What follows belongs to an exercise in optimizing a design on an open flow for small area; a production flow would make more cautious choices.
For this run, only the layout was checked, not whether the RTL still works.
No activity file was given, so power comes from the tool's default toggle rates.

--- flow/config.mk ---
export PLATFORM = sky130hd
export DESIGN_NAME = main
export DESIGN_NICKNAME = main
export VERILOG_FILES = /design/flow/design.v
export SDC_FILE = /design/flow/constraint.sdc
export NUM_CORES = 4
export LEC_CHECK = 0
export CAP_MARGIN = 20
export CORE_MARGIN = 2
export CORE_UTILIZATION = 40
export PLACE_DENSITY = 0.6
export SLEW_MARGIN = 20
--- flow/run.sh ---
#!/bin/bash
# synth_recipe.tcl (not shown) runs the flow's synth.tcl, then flattens the netlist and writes it again
# the make line also repeats each setting of config.mk as NAME=value (left out here)
make -C /OpenROAD-flow-scripts/flow DESIGN_CONFIG=/design/flow/config.mk WORK_HOME=/design/flow/orfs CLKGATE_MAP_FILE= SYNTH_SCRIPT=/design/flow/synth_recipe.tcl finish
--- flow/design.v ---
module SEG7_LUT(oSEG, iDIG) ;
	input wire[3:0]iDIG;  
	output reg [7:0] oSEG; 
	always@(iDIG)
	begin
		case (iDIG)
			4'h0: oSEG <= 8'b0000_0011; 
			4'h1: oSEG <= 8'b1001_1111; 
			4'h2: oSEG <= 8'b0010_0101; 
			4'h3: oSEG <= 8'b0000_1101; 
			4'h4: oSEG <= 8'b1001_1001; 
			4'h5: oSEG <= 8'b0100_1001; 
			4'h6: oSEG <= 8'b0100_0001; 
			4'h7: oSEG <= 8'b0001_1111; 
			4'h8: oSEG <= 8'b0000_0001; 
			4'h9: oSEG <= 8'b0000_1001; 
			4'ha: oSEG <= 8'b0001_0001; 
			4'hb: oSEG <= 8'b1100_0001; 
			4'hc: oSEG <= 8'b0110_0011; 
			4'hd: oSEG <= 8'b1000_0101; 
			4'he: oSEG <= 8'b0110_0001; 
			4'hf: oSEG <= 8'b0111_0001; 
		endcase
	end
endmodule
module _8bitmultclk(z,x,y,clk,en,rst_n);
	input [7:0]x,y;
	input clk,en,rst_n;
	output wire[15:0]z;
	reg [7:0]a,b;
	always@(posedge clk)
	begin
		if(!rst_n)
		begin
			a<=0;
			b<=0;
		end
		else if(en)
		begin
			a<=x;
			b<=y;
		end
	end
	assign z=x*y;
endmodule
module debounce(opt,ipt,clk,en,rst_n);
	input ipt;
	input clk,en,rst_n;
	output opt;
	reg delay0;
	reg delay1;
	reg delay2;
	always@(posedge clk or negedge rst_n)
	begin
		if(~rst_n)
		begin
			delay0<=0;
			delay1<=0;
			delay2<=0;
		end
		else if(en)
		begin
			delay0<=ipt;
			delay1<=delay0;
			delay2<=delay1;
		end
	end
	assign opt=delay0&delay1&delay2;
endmodule
module displayhex(clk,tick,seg_leds,seg_nCS,krst,rst_n,number);
	input clk,tick;
	input [23:0]number;
	input krst,rst_n;
	output wire [7:0]seg_leds;
	output reg [5:0]seg_nCS;
	reg [3:0]data;
	reg [5:0]times;
	always @ (posedge clk)
	begin
	if(~krst)
	begin
		times<=0;
		data<=0;
	end
	else if(tick)
	begin
		if(times == 0)
		begin
		data <= number[3:0];
		times<=1;
		end
		else if(times == 1)
		begin
		data <= number[7:4];
		times<=2;
		end
		else if(times == 2)
		begin
		data <= number[11:8];
		times<=3;
		end
		else if(times == 3)
		begin
		data <= number[15:12];
		times<=4;
		end
		else if(times == 4)
		begin
		data <= number[19:16];
		times<=5;
		end
		else if(times == 5)
		begin
		data <= number[23:20];
		times<=0;
		end
	end
	end
	always @ (posedge clk or negedge rst_n)
	begin
	if(~rst_n)
		seg_nCS <= 6'b11_11_11;
	else if(krst&&tick)
	begin
		if(times == 0)
		seg_nCS <= 6'b01_11_11;
		else if(times == 1)
		seg_nCS <= 6'b10_11_11;
		else if(times == 2)
		seg_nCS <= 6'b11_01_11;
		else if(times == 3)
		seg_nCS <= 6'b11_10_11;
		else if(times == 4)
		seg_nCS <= 6'b11_11_01;
		else if(times == 5)
		seg_nCS <= 6'b11_11_10;
	end
	end
	SEG7_LUT seg_leds0(seg_leds,data);
endmodule
module frediv(CLK_50M,nCR,CLK_Out,Tick);
	parameter N=25; 
	parameter CLK_Freq=50000000; 
	parameter OUT_Freq=1; 
	input nCR,CLK_50M;
	output reg CLK_Out;
	output wire Tick;
	reg[N-1:0] Count_DIV;
	wire wrap;
	assign wrap=!(Count_DIV<(CLK_Freq/(2*OUT_Freq)-1));
	assign Tick=wrap&&!CLK_Out;
	always@(posedge CLK_50M or negedge nCR)
	begin
	if(~nCR) begin 
	CLK_Out<=0;
	Count_DIV<=0;
	end
	else begin
	if(Count_DIV<(CLK_Freq/(2*OUT_Freq)-1))
	Count_DIV<=Count_DIV+1'b1;
	else begin
	Count_DIV<=0;
	CLK_Out<=~CLK_Out;
	end
	end
	end
endmodule
module ledshow(en,clk,tick,krst,rst_n,led);
	input en,clk,tick,krst,rst_n;
	output reg [7:0]led;
	reg [7:0]warfarin;
	always @ (posedge clk or negedge rst_n)
	begin
		if(!rst_n)
			led<=8'b0000_0000;
		else if(krst&&tick)
		begin
			if(en==1)
			begin
				if(warfarin==0)
					led<=8'b1000_0001;
				else if(warfarin==1)
					led<=8'b0100_0010;
				else if(warfarin==2)
					led<=8'b0010_0100;
				else if(warfarin==3)
					led<=8'b0001_1000;
				else if(warfarin==4)
					led<=8'b0010_0100;
				else if(warfarin==5)
					led<=8'b0100_0010;
				else if(warfarin==6)
					led<=8'b1000_0001;
				else if(warfarin==7)
					led<=8'b0000_0000;
			end
			else
				led<=8'b0000_0000;
		end
	end
	always @ (posedge clk)
	begin
		if(!krst)
			warfarin<=0;
		else if(tick&&en==1)
		begin
			if(warfarin==0)
				warfarin<=1;
			else if(warfarin==1)
				warfarin<=2;
			else if(warfarin==2)
				warfarin<=3;
			else if(warfarin==3)
				warfarin<=4;
			else if(warfarin==4)
				warfarin<=5;
			else if(warfarin==5)
				warfarin<=6;
			else if(warfarin==6)
				warfarin<=7;
			else if(warfarin==7)
				warfarin<=0;
		end
	end
endmodule
module main(rst_n,clk,keys,leds,seg_nCS,seg_leds);
	input rst_n;	 
	input clk;	 
	input [7:0]keys; 
	output wire  [7:0]leds; 
	output wire [5:0]seg_nCS; 
	output wire [7:0]seg_leds; 
	parameter CLK_Freq=10000;
	wire krst,key1, key2, key3, key4, key5, key6, key7; 
	wire fre1k,fre10,fre2,fre100; 
	wire tk1k,tk10,tk2,tk100; 
	reg [23:0]number; 
	reg [2:0]crtsta,nxtsta,nktsta; 
	localparam [2:0]rststa=3'b000,dpysta=3'b001,mulsta=3'b010,mdpsta=3'b011,atosta=3'b100,adpsta=3'b101;
	reg [7:0]in1,in2,atoin1,atoin2,atoin3,atoin4;
	wire [15:0]out,atoout; 
	reg en; 
	reg flag1,flag2,flag3,flag4,flag5; 
	wire [7:0]hung,melantha; 
	reg folinic; 
	assign hung=8'h00;
	assign melantha=8'h00;
	frediv #(.N(3),.CLK_Freq(CLK_Freq),.OUT_Freq(1000)) exusiai(.CLK_50M(clk),.nCR(rst_n),.CLK_Out(fre1k),.Tick(tk1k));
	frediv #(.N(6),.CLK_Freq(CLK_Freq),.OUT_Freq(100)) platinum(.CLK_50M(clk),.nCR(rst_n),.CLK_Out(fre100),.Tick(tk100));
	frediv #(.N(9),.CLK_Freq(CLK_Freq),.OUT_Freq(10)) texas(.CLK_50M(clk),.nCR(rst_n),.CLK_Out(fre10),.Tick(tk10));
	frediv #(.N(12),.CLK_Freq(CLK_Freq),.OUT_Freq(2)) cuora(.CLK_50M(clk),.nCR(rst_n),.CLK_Out(fre2),.Tick(tk2));
	debounce k1(krst,keys[0],clk,tk100,rst_n);
	debounce k2(key1,keys[1],clk,tk100,rst_n);
	debounce k3(key2,keys[2],clk,tk100,rst_n);
	debounce k4(key3,keys[3],clk,tk100,rst_n);
	debounce k5(key4,keys[4],clk,tk100,rst_n);
	debounce k6(key5,keys[5],clk,tk100,rst_n);
	debounce k7(key6,keys[6],clk,tk100,rst_n);
	debounce k8(key7,keys[7],clk,tk100,rst_n);
	always@(posedge clk)
		if(!krst)
			crtsta<=rststa;
		else if(tk1k)
		begin
			if(!key1||!key2||!key3||!key4)
				crtsta<=nxtsta;
			else if(!key5||folinic)
				crtsta<=nktsta;
		end
	always@(posedge clk or negedge rst_n)
		if(!rst_n)
		begin
			flag1<=0;
			flag2<=0;
			flag3<=0;
			flag4<=0;
		end
		else if(krst&&tk1k)
		begin
			flag1<=!key1;
			flag2<=!key2;
			flag3<=!key3;
			flag4<=!key4;
		end
	always@(posedge clk)
	begin
		if(!krst)
		begin
			in1<=0;
			in2<=0;
			nxtsta<=rststa;
		end
		else if(tk1k)
		begin
			if(!key1)
			begin
				if(!flag1)
				begin
					if(crtsta==rststa)
						nxtsta<=dpysta;
					else
						nxtsta<=rststa;
				end
			end
			if(!key2)
			begin
				if(!flag2)
				begin
					if(crtsta==mulsta)
					in1<=in1+1; 
					nxtsta<=mdpsta;
				end
				else
					nxtsta<=mulsta;
			end
			if(!key3)
			begin
				if(!flag3)
				begin
					if(crtsta==mulsta)
					in2<=in2+1; 
					nxtsta<=mdpsta;
				end
				else
					nxtsta<=mulsta;
			end
			if(!key4) 
			begin
				if(!flag4)
				begin
					if(crtsta==mdpsta)
						nxtsta<=atosta;
					else
						nxtsta<=mdpsta;
				end
			end
		end
	end
	always@(posedge clk or negedge rst_n)
		if(!rst_n)
			flag5<=0;
		else if(key7&&tk2)
			flag5<=!key5;
	always@(posedge clk)
	begin
		if(!key7)
		begin
			atoin1<=1;
			atoin2<=2;
			atoin3<=0;
			atoin4<=0;
			nktsta<=atosta;
			folinic<=0;
		end
		else if(tk2)
		begin
			if(key5)
			begin
				if(crtsta==atosta)
				begin
					atoin3<=atoin1;
					atoin4<=atoin2;
					atoin1<=atoin1+1;
					atoin2<=atoin2+1;
					folinic<=1;
					nktsta<=adpsta;
				end
				else
					nktsta<=atosta;
			end
			if(!key5) 
			begin
				if(!flag5)
				begin
					if(crtsta==atosta||crtsta==adpsta)
					begin
						nktsta<=dpysta;
						folinic<=0;
					end
					else
						nktsta<=rststa;
				end
			end
		end
	end
	_8bitmultclk poca(out,in1,in2,clk,tk10,krst);
	_8bitmultclk beagle(atoout,atoin3,atoin4,clk,tk10,key7);
	always@(*)
	begin
		number=24'h000000;
		en=0;
		if(crtsta==dpysta)
		begin
			number=24'h332002;
			en=1;
		end
		else if(crtsta==mulsta)
			number={in1,in2,hung};
		else if(crtsta==mdpsta)
			number={8'h00,out};
		else if(crtsta==atosta)
			number={atoin1,atoin2,melantha};
		else if(crtsta==adpsta)
			number={8'h00,atoout};
	end
	ledshow slience(en,clk,tk10,krst,rst_n,leds);
	displayhex magallan(clk,tk1k,seg_leds,seg_nCS,krst,rst_n,number);
endmodule
--- flow/constraint.sdc ---
create_clock -name core_clock -period 20.0 [get_ports {clk}]
set_input_delay 4.0000 -clock core_clock [delete_from_list [all_inputs] [get_ports {clk}]]
set_output_delay 4.0000 -clock core_clock [all_outputs]
set_load 0.01 [all_outputs]
==> metrics.csv <==
metric,value,unit
"count leader, synth",nand2_1,
total CTS buffers,17,
sequential share of power,0.490,
DRC viols,0,
Post-synth EDFFs,0,
nets,1458,
outcome,timing/DRC/antenna clean,
internal power,0.0004683,W
total power,0.0005937,W
Hold Buf Count CTS,0,
CP Launch Type,register,
clock-pin slew on the worst setup and hold paths,0.06,ns
Area growth syn-to-layout,9.887,%
H-tree depth,4,
Synth Instances,1293,
max cap viols,0,
Vias/cell,5.227,
GRT overflow,0,
layout cells sized above 1,0.06072,
Die X,171.9,um
vias in the first global route,8507,
clock sinks,145,
final hold viol count,0,
Overall Global Routing Usage,0.1831,
first-pass GRT wire length,43210,um
clk_skew,0.008048,ns
Synth top cells by count,"nand2_1, inv_1, nor2_1",
Worst Reg2Reg Path Length in Cells,21,
Peak Freq,0.1566,GHz
Tmin final,6.387,ns
Core Area,27780,um^2
Setup Viol. Count Final,0,
area fraction of the dominant cell type after synthesis,0.1420,
Critical Path Sink Type,register,
Clock Latency Late Sink,0.42,ns
asr flop ratio synth,0.4828,
DR WL/cell,15.35,um
Synth Flop Type,dfxtp_1,
worst r2r src,in1[1]$_SDFFE_PN0P_,
Worst R2R Setup Slack,13.61,ns
CP cell instances,nand2_1 > fa_1 > fa_1 > inv_1 > fa_1 > inv_1 > fa_1 > inv_1 > ha_1 > and3_1 > a22o_1 > or3_1 > a31oi_1 > nor3_1 > a311oi_1 > a21oi_1 > inv_1 > ha_1 > nor2_1 > mux2_2 > a211oi_2,
drt initial violations,425,
RSZ-0062 raised after global routing,false,
initial antenna violation count,0,
Crit path required time,20.34,ns
Setup TNS,0,ns
site row count,61,
final wirelength,25770,um
Crit Path Max Fanout,12,
hold_sp,exusiai.Count_DIV[0]$_DFF_PN0_,
Worst VDD drop,0.04794,mV
Synth Warn #,10,
Initial Utilization,0.4059,
HPWL Detailed,19070,um
number of synthesized register bits,145,
Syn Area/Cell,8.721,um^2
die area,29550,um^2
post-synth net total,1462,
worst hold stages,1,
CTS root buf,clkbuf_16,
GPL Wtd Cong,0.9000,
I/O Buffers,29,
Slew Limit Fails,0,
"top cells by area, synth","dfrtp_1, dfxtp_1, fa_1, ha_1, and2_1",
static leakage,5.397,nW
DR pass1 iterations,5,
distinct cell type count of the synthesized netlist,70,
Clk network pwr share,0.501,
Mapped Area,11280,um^2
hold crit path type,register to register,
Worst path slowest cell,dfxtp_1,
Clock Path Buffers,2,
Reg-to-Reg End,seg_leds[7]$_DFF_P_,
post-synthesis sequential area ratio,0.2892,
worst slew pin tran,1.001,ns
switching part of the total,0.2112,
power per cell area,47.92,nW/um^2
largest net degree at the start of global routing,71,
post-route ant nets,0,
CP peak stage delay,0.74,ns
relative slew slack,0.3309,
Via Count,8776,
Hold Crit Endpoint,exusiai.Count_DIV[0]$_DFF_PN0_,
I/O pin total,32,
"Setup Fix Bufs, Post-CTS",0,
crit share post-route,0.3194,
NetSw,0.0001254,W
TritonCTS clock tree,built,
CTS resizes,0,
Setup CP Type,register to register,
Ant. Diodes,0,
combinational share of power,0.008,
die height,171.9,um
leading area contributor after synthesis,dfrtp_1,
CP arrival,6.72,ns
-- per-stage QoR --
| stage | hold WS, ns | util | worst slack [ns] | cell area, um^2 | instances |
|---|---|---|---|---|---|
| 6_report | 0.4259 | 0.4460 | 13.61 | 12390 | 1679 |
| 5_1_grt | 0.4782 | 0.4460 | 13.28 | 12390 | 1679 |
| 4_1_cts | 0.4297 | 0.4460 | 13.66 | 12390 | 1679 |
| 3_5_place_dp | 0.4222 | 0.4260 | 13.69 | 11840 | 1648 |
| 3_3_place_gp | 0.4142 | 0.4260 | 13.66 | 11840 | 1648 |
| 2_1_floorplan | 0.4031 | - | 14.35 | 11280 | 1293 |
-- worst max-delay path, delay by kind of cell, from the launching register on --
kind                     cells  cell delay [ns]
adder cells (fa/ha/maj)      6             2.67
AO/OA/AOI/OAI                5             1.46
AND/OR/NAND/NOR              5             0.80
flip-flops                   1             0.74
buffers and inverters        4             0.37
multiplexers                 1             0.26
-- layout make-up --
cell class | instances | area [um^2]
clock buffer | 22 | 496.7
clock inverter | 9 | 57.56
fill | 2808 | 15390
inverter | 125 | 469.2
multi-input combinational | 964 | 7296
sequential | 145 | 3261
tap | 378 | 473.0
timing repair buffer | 36 | 337.8
-- power groups by stage --
stage               Sequential (W)  Combinational, W  Clock [W]
finish                    0.000291        0.00000481   0.000298
detailed placement        0.000297        0.00000517          0
floorplan                 0.000297       0.000000845          0
global placement          0.000297        0.00000508          0
CTS                       0.000291        0.00000514   0.000304
global route              0.000291        0.00000573   0.000315
-- how the worst max path moves through the flow --
stage,startpoint,end
CTS,atoin3[3]$_SDFFE_PN0P_,seg_leds[4]$_DFF_P_
floorplan,in1[3]$_SDFFE_PN0P_,seg_leds[3]$_DFF_P_
detailed placement,in1[1]$_SDFFE_PN0P_,seg_leds[3]$_DFF_P_
global placement,atoin3[3]$_SDFFE_PN0P_,seg_leds[4]$_DFF_P_
global route,in1[3]$_SDFFE_PN0P_,seg_leds[3]$_DFF_P_
finish,in1[1]$_SDFFE_PN0P_,seg_leds[7]$_DFF_P_
-- state kept, by name (all words and copies together), names as in the netlist, 7 cells and up --
name / flops
atoin1: 8
atoin2: 8
atoin3: 8
atoin4: 8
cuora.Count_DIV: 12
in1: 8
in2: 8
seg_leds: 7
texas.Count_DIV: 9
-- logic make-up (layout without fill, tap and decap cells) --
| logic type | after synthesis | in the layout | share of synthesized area |
|---|---|---|---|
| fa+ha+maj | 159 | 159 | 0.2244 |
| buf+inv | 184 | 192 | 0.06403 |
| flops | 145 | 145 | 0.2892 |
| compound gates | 232 | 232 | 0.1302 |
| xor+xnor | 63 | 63 | 0.04893 |
| mux | 39 | 39 | 0.03773 |
| other cells | 1 | 1 | 0.0003326 |
| simple gates | 470 | 470 | 0.2053 |
-- layout by cell type, fill, tap and decap left out, types with 22 or more instances in the layout --
cell type and instances:
nand2_1 140, inv_1 124, nor2_1 107, and2_1 87, ha_1 87, a21oi_1 77
dfxtp_1 75, fa_1 72, dfrtp_1 64, xor2_1 36, o21ai_0 32, nand3_1 30
clkdlybuf4s50_1 28, xnor2_1 27, mux2_2 24, and3_1 22
-- per-layer routing --
layer | vias to the layer above | track usage | routed length (um) | part of all wire
li1 | 4341 | - | - | -
met1 | 4255 | 0.2522 | 12190 | 0.47
met2 | 151 | 0.3066 | 12280 | 0.48
met3 | 29 | 0.01991 | 908 | 0.035
met4 | 0 | 0.05005 | 390 | 0.015
met5 | - | 0 | 0 | 0

[static timing again, ports no longer ideal]
How much do the figures lean on ideal ports? The routed layout below was timed once more, with nothing changed but the port constraints.
Step 1 assumes that a clkbuf_16 drives the clock port and a buf_2 every other input.
Step 2, shift: input delay + t, output delay - t, t = (earliest + latest rising clock arrival at the registers) / 2. This alone moves slack from input paths to output paths.
Slacks: ideal / step 1 / step 2; pairs: ideal / step 1.
t (ns): 0.458
setup slack, ns: 13.613 / 13.613 / 13.613
cell pins on the clock port's net: 1
After both steps setup and hold are still met in this run. The setup slack of this run moves by 0.000 ns with the drivers and by 0.000 ns with both steps.
